This design comes from an exercise in tuning for small area, a short achievable clock period and few clock cycles per item on the open sky130 flow, not from production work. Function was checked by simulation only, so behaviour that the tests miss may differ from the original. Power is estimated from default activity; no workload was simulated.

// itch_decoder_top
module itch_decoder_top (
    input  logic          clk,
    input  logic          rst_n,
    input  logic [511:0]  s_axis_tdata,
    input  logic [7:0]    s_axis_tkeep,
    input  logic          s_axis_tlast,
    input  logic [95:0]   s_axis_tuser,
    input  logic          s_axis_tvalid,
    output logic          s_axis_tready,
    output logic [63:0]   dec_ingress_ts,
    output logic [63:0]   dec_decode_ts,
    output logic [31:0]   dec_seq_num,
    output logic [7:0]    dec_msg_type,
    output logic [63:0]   dec_symbol_key,
    output logic [9:0]    dec_symbol_idx,
    output logic          dec_symbol_valid,
    output logic          dec_side,
    output logic [31:0]   dec_price,
    output logic [31:0]   dec_qty,
    output logic [63:0]   dec_order_id,
    output logic          dec_is_book_update,
    output logic          dec_stale,
    output logic [3:0]    dec_error_flags,
    output logic          decoded_valid,
    input  logic          decoded_ready,
    output logic [63:0]   sym_lookup_key,
    output logic          sym_lookup_valid,
    input  logic [9:0]    sym_lookup_idx,
    input  logic          sym_lookup_hit,
    input  logic          sym_lookup_ready,
    output logic [31:0]   stat_add_orders,
    output logic [31:0]   stat_executes,
    output logic [31:0]   stat_cancels,
    output logic [31:0]   stat_deletes,
    output logic [31:0]   stat_replaces,
    output logic [31:0]   stat_trades,
    output logic [31:0]   stat_unknown
);
    t2t_pkg::itch_msg_t decoded_msg;
    itch_decoder #(
        .MAX_MSG_BYTES (64)
    ) u_decoder (
        .clk              (clk),
        .rst_n            (rst_n),
  ...
Size: about 1700 cells after synthesis, roughly 540 flip-flops, about 23000 µm² of cells after synthesis.
Settings: LEC_CHECK=0, CAP_MARGIN=20, CORE_AREA=5 5 235 235, CTS_BUF_LIST=sky130_fd_sc_hd__clkbuf_4 sky130_fd_sc_hd__clkbuf_8, DIE_AREA=0 0 240 240, SETUP_SLACK_MARGIN=1.2, SLEW_MARGIN=20; clock period 3.3 ns.
standard.sh (not shown) runs the stock make flow with config.mk's settings and CLKGATE_MAP_FILE= SYNTH_SCRIPT=/design/flow/synth_recipe.tcl, a recipe that flattens the netlist after the stock synthesis.
==> flow/flow/run.sh <==
#!/bin/bash
# Own layout flow: the standard flow (standard.sh) with these changes:
#  - port buffers are buf_1 cells instead of the delay buffer buffer_ports picks by default
#    (every port still gets its own buffer);
#  - pins may sit one routing track apart, so the die can be much smaller than the pin count
#    would otherwise allow; the clock pin is placed alone mid-left (pins_pre.tcl).
# Each ORFS step logs to orfs/logs/...; standard.sh's own output goes to standard.log.
set -euo pipefail
here=$(pwd)
half=$(awk '/^export DIE_AREA/ {print ($5 + $7) / 2}' config.mk)
export BUFFER_PORTS_ARGS="-buffer_cell sky130_fd_sc_hd__buf_1"
export PLACE_PINS_ARGS="-min_distance 1 -min_distance_in_tracks -corner_avoidance 15 -exclude left:$(( ${half%.*} - 8 ))-$(( ${half%.*} + 8 ))"
export PRE_IO_PLACEMENT_TCL="$here/flow/pins_pre.tcl"
echo "PLACE_PINS_ARGS=$PLACE_PINS_ARGS" > run.log
bash standard.sh > standard.log 2>&1
==> flow/flow/pins_pre.tcl <==
# Put the clock pin alone in the middle of the left edge; place_pins keeps the
# stretch around it free (see PLACE_PINS_ARGS in run.sh), so no other pin sits
# one track from it.
set die [ord::get_die_area]
set ymid [expr {([lindex $die 1] + [lindex $die 3]) / 2.0}]
place_pin -pin_name clk -layer met3 -location [list 0.4 $ymid] -force_to_die_boundary
The baseline completed with no timing, DRC or antenna violations.
Testbench counts at the start, summed over its fixed seeds: cycles 17,920, items 16,000.
==> next run, changes <==
CTS_BUF_LIST = unset   (was sky130_fd_sc_hd__clkbuf_4 sky130_fd_sc_hd__clkbuf_8)
CTS_CLUSTER_DIAMETER = 100   (was unset)
CTS_CLUSTER_SIZE = 30   (was unset)
After rerunning: Global-route usage went down by 0.82 points; core utilization decreases by 2.2 points; register-to-register slack loses 0.02 ns; final cell count is lower by a few percent; routed wire length is lower slightly; sequential share of layout area went up by 2.0 points; clock power fell by well over a third; final area shrinks by a few percent; via count falls by a few percent; power falls by about a fifth; worst hold slack got worse by 0.10 ns.

[port drivers added, routing unchanged]
The results above use ideal ports. As a check the final layouts listed here were re-extracted and re-timed, cells and wires unchanged. Step 1 assumes that a clkbuf_16 drives the clock port and a buf_2 every other input. Step 2 moves the port delays by t, midway between the first and last clock arrival at a register: inputs arrive t later, outputs are due t later. That takes back most of the time a late clock gives input paths. Three values: no drivers, after step 1, after step 2; two values: the first two.
run	t, ns	setup WS [ns]	latest minus earliest clock arrival (ns)	worst data-port slew with drivers (ns)	cell pins on the clock port's net
the first run	0.699	0.957 / 0.916 / 0.480	0.035 / 0.035	0.17	1
the second run	0.612	1.021 / 0.980 / 0.551	0.037 / 0.038	0.16	1
After both steps setup and hold are still met in every run listed. The setup slack of the first run, which loses most, moves by -0.041 ns with the drivers and by -0.477 ns with both steps.
